This design comes from an exercise in tuning for small area, a short achievable clock period and few clock cycles on the open sky130 flow, not from production work. RTL that was checked went through simulation tests only; none was proved equivalent to the original. Power and IR drop assume default switching activity.

==> flow/design.v (excerpt) <==
module medianFilter(
	output	[7:0]		out,
	output 	[18:0]	out_address,
	output				out_valid,
	output	[18:0]	address_a,
	output	[18:0]	address_b,
	input		[7:0]		q_a,
	input		[7:0]		q_b,
	input					clk,
	input 				rst
);
Size: about 1,500 cells after synthesis, ~210 flip-flops, about 84 I/O pins, ~11,000 um2 of cells after synthesis.
export LEC_CHECK = 0
export ABC_AREA = 1
export CAP_MARGIN = 20
export CORE_MARGIN = 2
export CORE_UTILIZATION = 60
export CTS_BUF_LIST = sky130_fd_sc_hd__clkbuf_16
export CTS_CLUSTER_DIAMETER = 100
export CTS_CLUSTER_SIZE = 30
export PLACE_DENSITY = 0.75
export SETUP_SLACK_MARGIN = 4.7
export SLEW_MARGIN = 20
create_clock -name core_clock -period 7.0 [get_ports {clk}]
run.sh (not shown) runs the stock make flow with config.mk's settings and CLKGATE_MAP_FILE= SYNTH_SCRIPT=/design/flow/synth_recipe.tcl, a recipe that flattens the netlist after the stock synthesis.
The starting point ran to the end with no violations.
Then changed:
--- a/flow/config.mk
+++ b/flow/config.mk
@@ -6,5 +6,4 @@
 export NUM_CORES = 4
 export LEC_CHECK = 0
-export ABC_AREA = 1
 export CAP_MARGIN = 20
 export CORE_MARGIN = 2
@@ -14,4 +13,5 @@
 export CTS_CLUSTER_SIZE = 30
 export PLACE_DENSITY = 0.75
-export SETUP_SLACK_MARGIN = 4.7
+export SETUP_SLACK_MARGIN = 4.6
 export SLEW_MARGIN = 20
+export SYNTH_HIERARCHICAL = 1
- via count came out lower by 3.9%
- maximum frequency barely changes
- worst setup slack barely changes
- final area came out higher by 7.9%
- global-route usage is lower by 0.62 points
- total power came out higher by 22%
Then changed:
--- a/flow/config.mk
+++ b/flow/config.mk
@@ -6,4 +6,5 @@
 export NUM_CORES = 4
 export LEC_CHECK = 0
+export ABC_AREA = 1
 export CAP_MARGIN = 20
 export CORE_MARGIN = 2
@@ -15,3 +16,2 @@
 export SETUP_SLACK_MARGIN = 4.6
 export SLEW_MARGIN = 20
-export SYNTH_HIERARCHICAL = 1
=>
- fmax climbs by 0.41%
- power drops by 18%
- first-iteration DRC count climbs by 20%
Then changed:
--- a/flow/config.mk
+++ b/flow/config.mk
@@ -6,5 +6,4 @@
 export NUM_CORES = 4
 export LEC_CHECK = 0
-export ABC_AREA = 1
 export CAP_MARGIN = 20
 export CORE_MARGIN = 2
Design area climbs by 3.3%; first-iteration DRC count drops by 30%; hold slack degrades by 0.0053 ns; clock skew barely changes; wire length falls by 9.4%.
Function was not checked in any run of this note: the RTL went through the layout flow alone.


== v17 ==
medianFilter, a different RTL version from the one above (not shown whole).
Size in the first run: about 1000 cells after synthesis, ~0.010 mm² of cells after synthesis.
## medianFilter
module medianFilter(
	output	[7:0]		out,
	output 	[18:0]	out_address,
	output				out_valid,
	output	[18:0]	address_a,
	output	[18:0]	address_b,
	input		[7:0]		q_a,
	input		[7:0]		q_b,
	input					clk,
	input 				rst
);
clock: 7.0 ns
lec_check: 0
cap_margin: 20
core_margin: 2
core_utilization: 60
cts_buf_list: sky130_fd_sc_hd__clkbuf_16
cts_cluster_diameter: 100
cts_cluster_size: 30
place_density: 0.75
setup_slack_margin: 4.8
slew_margin: 20
v17: done, clean on timing, DRC and antenna
Testbench counts of v17, summed over its fixed seeds: cycles 1,843,232.
[inputs] v38 vs v17
Settings: a change of SETUP_SLACK_MARGIN from 4.8 to 4.6.
[summary]
v38 vs v17: finished layout cell area down in v38. v38 drops fewer vias than v17. Maximum clock frequency on v38 is up relative to v17. Between v38 and v17, minimum setup slack after placement is higher for v38, v17 comes in under that.
### v38 -> v54
==> flow/flow/run.sh (new file) <==
#!/bin/bash
# The standard layout, with the resizer free to swap a cell for one of another
# footprint (the platform otherwise only allows same-footprint swaps), so the
# port buffers and the logic on the critical paths can take faster cells.
set -euo pipefail
bash standard.sh MATCH_CELL_FOOTPRINT=0 finish > standard.log 2>&1
==> flow/standard.sh (new file) <==
#!/bin/bash
# synth_recipe.tcl (not shown) runs the flow's synth.tcl, then flattens the netlist and writes it again
# the make line also repeats each setting of config.mk as NAME=value (left out here)
make -C /OpenROAD-flow-scripts/flow DESIGN_CONFIG=/design/flow/config.mk WORK_HOME=/design/flow/orfs CLKGATE_MAP_FILE= SYNTH_SCRIPT=/design/flow/synth_recipe.tcl "${@:-finish}"
removed: flow/run.sh
Notes after the runs:
Sequential share of layout area across v38 and v54: no real change. Between v54 and v38, the relative area of clock buffers and inverters in the final design does not differ in any meaningful way. v38 -> v54: clock skew after layout flat. Between v38 and v54, the difference in clock-pin transition on the worst setup and hold timing paths is negligible. Any difference in power after layout between v54 and v38 is small enough to ignore.


medianFilter, a different RTL version from the one above (not shown whole).
For scale: about 1,500 cells after synthesis, roughly 210 flip-flops, roughly 84 I/O pins, roughly 11,000 um^2 of cells after synthesis.
Design medianFilter, start of the top module:
module medianFilter(
	output	[7:0]		out,
	output 	[18:0]	out_address,
	output				out_valid,
	output	[18:0]	address_a,
	output	[18:0]	address_b,
	input		[7:0]		q_a,
	input		[7:0]		q_b,
	input					clk,
	input 				rst
);
==> flow/config.mk <==
export PLATFORM = sky130hd
export DESIGN_NAME = medianFilter
export DESIGN_NICKNAME = medianFilter
export VERILOG_FILES = /design/flow/design.v
export SDC_FILE = /design/flow/constraint.sdc
export NUM_CORES = 4
export LEC_CHECK = 0
export ABC_AREA = 1
export CAP_MARGIN = 20
export CORE_MARGIN = 2
export CORE_UTILIZATION = 60
export CTS_BUF_LIST = sky130_fd_sc_hd__clkbuf_16
export CTS_CLUSTER_DIAMETER = 100
export CTS_CLUSTER_SIZE = 30
export PLACE_DENSITY = 0.75
export SETUP_SLACK_MARGIN = 4.6
export SLEW_MARGIN = 20
==> flow/constraint.sdc <==
create_clock -name core_clock -period 7.0 [get_ports {clk}]
set_input_delay 1.4000 -clock core_clock [delete_from_list [all_inputs] [get_ports {clk}]]
set_output_delay 1.4000 -clock core_clock [all_outputs]
set_load 0.01 [all_outputs]
Stock flow here: none of the scripts above is used.
Testbench counts at the start, summed over its fixed seeds: cycles 1,843,232.
Rerun with:
--- a/flow/config.mk
+++ b/flow/config.mk
@@ -6,5 +6,4 @@
 export NUM_CORES = 4
 export LEC_CHECK = 0
-export ABC_AREA = 1
 export CAP_MARGIN = 20
 export CORE_MARGIN = 2
Area after synthesis falls by a few percent.
Setup slack improved by 0.033 ns.
Design area falls slightly.
Routed wire length falls by a few percent.
Total power falls by a little under a tenth.
Die area falls by a few percent.
Clock skew barely changes.
Cell count falls by about a fifth.
Sequential share of layout area rises by 0.41 points.
Via count falls by about a fifth.
Critical path depth is unchanged.
Rerun with:
--- a/flow/config.mk
+++ b/flow/config.mk
@@ -13,4 +13,4 @@
 export CTS_CLUSTER_SIZE = 30
 export PLACE_DENSITY = 0.75
-export SETUP_SLACK_MARGIN = 4.6
+export SETUP_SLACK_MARGIN = 4.7
 export SLEW_MARGIN = 20
Outcome:
- final area went up by 5.3%
- sequential share of layout area is lower by 2.1 points
- via count goes up by 2.8%
- flip-flop and latch count does not change
- combinational power grows by about 10%
- power rose by 4.5%
- synthesized cell count stays the same
- global-route usage is higher by 0.94 points
- critical path depth goes up by 1
- first-iteration DRC count climbs by 4.3%
- wire length increases by 6.4%


## exp/xenon
The RTL this note starts from:
==> flow/design.v <==
module ge8(input [7:0] a, b, output y);
wire [7:0] g0 = a & ~b, l0 = ~a & b;
wire [3:0] g1, l1;
wire [1:0] g2, l2;
genvar i;
generate for (i = 0; i < 4; i = i + 1) begin : m1
	assign g1[i] = g0[2*i+1] | ~l0[2*i+1] & g0[2*i];
	assign l1[i] = l0[2*i+1] | ~g0[2*i+1] & l0[2*i];
end endgenerate
generate for (i = 0; i < 2; i = i + 1) begin : m2
	assign g2[i] = g1[2*i+1] | ~l1[2*i+1] & g1[2*i];
	assign l2[i] = l1[2*i+1] | ~g1[2*i+1] & l1[2*i];
end endgenerate
assign y = ~(l2[1] | ~g2[1] & l2[0]);
endmodule
module comparator_9(
	input	[7:0]	l_lo, l_md, l_hi,
	input	[7:0]	c_lo, c_md, c_hi,
	input	[7:0]	r_lo, r_md, r_hi,
	input			lc_lo, lc_md, lc_hi,
	output			cr_lo, cr_md, cr_hi,
	output	[7:0]	x, y, z
);
wire lr_lo, lr_md, lr_hi;
ge8 g0(.a(c_lo), .b(r_lo), .y(cr_lo));
ge8 g1(.a(c_md), .b(r_md), .y(cr_md));
ge8 g2(.a(c_hi), .b(r_hi), .y(cr_hi));
ge8 g3(.a(l_lo), .b(r_lo), .y(lr_lo));
ge8 g4(.a(l_md), .b(r_md), .y(lr_md));
ge8 g5(.a(l_hi), .b(r_hi), .y(lr_hi));
assign x = (lc_lo & lr_lo) ? l_lo : (!lc_lo & cr_lo) ? c_lo : r_lo;
assign y = (lc_md ^ lr_md) ? l_md : (lc_md ^ cr_md) ? r_md : c_md;
assign z = (!lc_hi & !lr_hi) ? l_hi : (lc_hi & !cr_hi) ? c_hi : r_hi;
endmodule
module med3(input [7:0] a, b, c, output [7:0] y);
wire ab, ac, bc;
ge8 g0(.a(a), .b(b), .y(ab));
ge8 g1(.a(a), .b(c), .y(ac));
ge8 g2(.a(b), .b(c), .y(bc));
assign y = (ab ^ ac) ? a : (ab ^ bc) ? c : b;
endmodule
module sort3(
	input	[7:0]	a, m, b,
	input			am, ab, mb,
	output	[7:0]	lo, md, hi,
	output			m_lo, m_hi
);
assign hi = (am & ab) ? a : (!am & mb) ? m : b;
assign lo = (!am & !ab) ? a : (am & !mb) ? m : b;
assign md = (am ^ ab) ? a : (am ^ mb) ? b : m;
assign m_hi = !am & mb;
assign m_lo = am & !mb;
endmodule
module CU(
	input						clk,
	input						rst,
	output reg	[2:0]		ph,			 
	output reg	[17:0]	rd_pair,		 
	output reg				border,		 
	output reg	[18:0]	out_address,
	output reg				out_valid
);
localparam NPAIR = 153600;            
localparam RD_START = 18'd261904;     
localparam RD_LAST  = 18'd153839;     
reg	[1:0]	warm;                       
reg	[3:0]	m15;                        
wire [17:0] opair = out_address[18:1];
wire row_first = ~|opair[17:8] & ~&opair[7:4] & ~(opair[7:4] == 4'hE & &opair[3:0]);
wire row_last = (opair[17:8] == 10'h257) & (|opair[7:4] | &opair[3:0]);
wire row_border = row_first | row_last;
wire rd_wrap = &(rd_pair | ~RD_LAST);
wire op_wrap = &(opair | ~(NPAIR - 1));
reg first;
always @(posedge clk or negedge rst) begin
	if (!rst) begin
		first <= 1'b1;
		ph <= 3'b001;
		warm <= 2'd0;
		m15 <= 4'd0;
		out_valid <= 1'b0;
	end else begin
		first <= 1'b0;
		ph <= {ph[1:0], ph[2]};
		if (ph[2] && warm != 2'd3) warm <= warm + 2'd1;
		if (ph[1] && warm == 2'd3 && &opair[3:0])
			m15 <= (m15 == 4'd14) ? 4'd0 : m15 + 4'd1;
		out_valid <= (ph[1] && warm[1]) || (ph[0] && warm == 2'd3);
	end
end
always @(posedge clk) begin
	if (first)
		rd_pair <= 18'd0;
	else if (ph[2])
		rd_pair <= rd_wrap ? RD_START : rd_pair - 18'd479;
	else
		rd_pair <= rd_pair + 18'd240;
	if (first)
		out_address[18:1] <= 18'd0;
	else if (ph[1] && warm == 2'd3)
		out_address[18:1] <= op_wrap ? 18'd0 : opair + 18'd1;
	out_address[0] <= (ph[0]);
	border <= row_border || (m15 == 4'd14 && opair[3:1] == 3'b111 && (opair[0] == ph[2]));
end
endmodule
module DU(
	input						clk,
	input			[2:0]		ph,			 
	input						border,
	input			[7:0]		q_a,
	input			[7:0]		q_b,
	output reg	[7:0]		out
);
reg [7:0] ra;
reg [7:0] rb, b1, b2;
reg [7:0] st, sm, sb;
wire p1 = ph[1];         
wire p2 = ph[2];         
wire shift = !ph[0];     
reg s_am, s_ab, s_mb;
wire [7:0] st_n = p1 ? b2 : sm;
wire [7:0] sm_n = p1 ? b1 : p2 ? ra : sb;
wire [7:0] sb_n = p1 ? rb : q_a;
wire am_n, ab_n, mb_n;
ge8 c0(.a(st_n), .b(sm_n), .y(am_n));
ge8 c1(.a(st_n), .b(sb_n), .y(ab_n));
ge8 c2(.a(sm_n), .b(sb_n), .y(mb_n));
always @(posedge clk) begin
	ra <= q_a;
	rb <= q_b; b1 <= rb; b2 <= b1;
	st <= st_n;
	sm <= sm_n;
	sb <= sb_n;
	s_am <= am_n;
	s_ab <= ab_n;
	s_mb <= mb_n;
end
wire [7:0] s_lo, s_md, s_hi;
wire       s_tlo, s_thi;
sort3 srt(.a(st), .m(sm), .b(sb), .am(s_am), .ab(s_ab), .mb(s_mb), .lo(s_lo), .md(s_md), .hi(s_hi), .m_lo(s_tlo), .m_hi(s_thi));
reg [7:0] l_lo, l_md, l_hi;
reg       lc_lo, lc_md, lc_hi;    
wire      cr_lo, cr_md, cr_hi;    
reg [7:0] c_lo, c_md, c_hi;
reg       c_tlo, c_thi;
reg [7:0] r_lo, r_md, r_hi;
reg       r_tlo, r_thi;
always @(posedge clk) begin
	if (shift) begin
		l_lo <= c_lo; l_md <= c_md; l_hi <= c_hi;
		lc_lo <= cr_lo; lc_md <= cr_md; lc_hi <= cr_hi;
		c_lo <= r_lo; c_md <= r_md; c_hi <= r_hi; c_tlo <= r_tlo; c_thi <= r_thi;
		r_lo <= s_lo; r_md <= s_md; r_hi <= s_hi; r_tlo <= s_tlo; r_thi <= s_thi;
	end
end
wire [7:0] c_mid = c_tlo ? c_lo : c_thi ? c_hi : c_md;
wire [7:0] mx_lo, md_md, mn_hi;
comparator_9 cmp(
	.l_lo(l_lo), .l_md(l_md), .l_hi(l_hi),
	.c_lo(c_lo), .c_md(c_md), .c_hi(c_hi),
	.r_lo(r_lo), .r_md(r_md), .r_hi(r_hi),
	.lc_lo(lc_lo), .lc_md(lc_md), .lc_hi(lc_hi),
	.cr_lo(cr_lo), .cr_md(cr_md), .cr_hi(cr_hi),
	.x(mx_lo), .y(md_md), .z(mn_hi)
);
reg [7:0] x, y, z;
always @(posedge clk) begin
	x <= border ? c_mid : mx_lo;
	y <= border ? c_mid : md_md;
	z <= border ? c_mid : mn_hi;
end
wire [7:0] med;
med3 m3(.a(x), .b(y), .c(z), .y(med));
always @(posedge clk) out <= med;
endmodule
module medianFilter(
	output	[7:0]		out,
	output 	[18:0]	out_address,
	output				out_valid,
	output	[18:0]	address_a,
	output	[18:0]	address_b,
	input		[7:0]		q_a,
	input		[7:0]		q_b,
	input					clk,
	input 				rst
);
wire	[2:0]	ph;
wire			border;
wire	[17:0]	rd_pair;
CU cu(
	.clk				(clk),
	.rst				(rst),
	.ph				(ph),
	.rd_pair			(rd_pair),
	.border			(border),
	.out_address	(out_address),
	.out_valid		(out_valid)
);
assign address_a = {rd_pair, 1'b0};
assign address_b = {rd_pair, 1'b1};
DU du(
	.clk				(clk),
	.ph				(ph),
	.border			(border),
	.q_a				(q_a),
	.q_b				(q_b),
	.out				(out)
);
endmodule
clock: 7.0 ns
lec_check: 0
cap_margin: 20
core_margin: 2
core_utilization: 60
cts_buf_list: sky130_fd_sc_hd__clkbuf_8
cts_cluster_diameter: 80
cts_cluster_size: 20
place_density: 0.75
setup_slack_margin: 4.6
slew_margin: 20
exp/xenon did not stop at any stage, and its layout met the timing, design-rule and antenna checks.
Testbench counts of exp/xenon, summed over its fixed seeds: cycles 1,843,232.
For exp/nickel, these inputs were changed with respect to exp/xenon:
- changing CTS_BUF_LIST from sky130_fd_sc_hd__clkbuf_8 to sky130_fd_sc_hd__clkbuf_16
- changing SETUP_SLACK_MARGIN from 4.6 to 4.3
- changing CTS_CLUSTER_SIZE from 20 to 30
- changing CTS_CLUSTER_DIAMETER from 80 to 100
## What came out
- exp/xenon reached the final stage; the timing, design-rule and antenna checks on its layout passed.
- exp/nickel ran to completion and came out clean on the timing, design-rule and antenna checks.
- In exp/nickel, the net switching share of the total power came out 1.5 points below the value in exp/xenon.
- exp/nickel vs exp/xenon — filler-free cell count of the finished design dropped by a few percent
- Re initial cell density of the core: no difference whatsoever between exp/nickel and exp/xenon.
- When exp/nickel is set beside exp/xenon, its part of the total power dissipated in the clock network turns out to be 1.7 points larger.
- Against exp/xenon, exp/nickel comes in 1.8 points higher on final clock period utilization by the worst path.
- The kind of critical path comes out in2reg in one run and reg2out in the other, namely in exp/nickel and exp/xenon respectively.
- Post-route core utilization came out lower on exp/nickel than on exp/xenon.

## port drivers added, routing unchanged
No port has a modelled driver above. Below, the same layouts with a new extraction and two added sets of constraints.
Step 1 sets driving cells, clkbuf_16 on the clock port and buf_2 on the other inputs (assumed; they add their load-dependent delay and slew).
Step 2 moves the port delays by t, midway between the first and last clock arrival at a register: inputs arrive t later, outputs are due t later. That takes back most of the time a late clock gives input paths.
Three values: ideal, step 1, step 2; two values: the first two.
| run | t, ns | slack for setup (ns) | worst setup path at the end |
|---|---|---|---|
| the first run of note 1 | 0.507 | 4.539 / 4.498 / 4.271 | input to register |
| the second run of note 1 | 0.500 | 4.538 / 4.494 / 4.164 | input to register |
| the third run of note 1 | 0.501 | 4.548 / 4.507 / 4.169 | input to register |
| the fourth run of note 1 | 0.504 | 4.091 / 4.055 / 3.580 | input to register |
| v17 | 0.497 | 4.499 / 4.496 / 4.010 | input to register |
| v38 | 0.499 | 4.532 / 4.519 / 4.045 | input to register |
| v54 | 0.499 | 4.491 / 4.502 / 4.003 | input to register |
| the first run of note 3 | 0.506 | 4.597 / 4.553 / 4.242 | input to register |
| the second run of note 3 | 0.496 | 4.630 / 4.588 / 4.170 | input to register |
| the third run of note 3 | 0.508 | 4.544 / 4.501 / 4.116 | input to register |
| exp/xenon | 0.563 | 4.464 / 4.426 / 3.952 | input to register |
| exp/nickel | 0.498 | 4.335 / 4.354 / 3.856 | input to register |
After both steps setup and hold are still met in every run listed. The setup slack of exp/xenon, which loses most, moves by -0.038 ns with the drivers and by -0.512 ns with both steps.
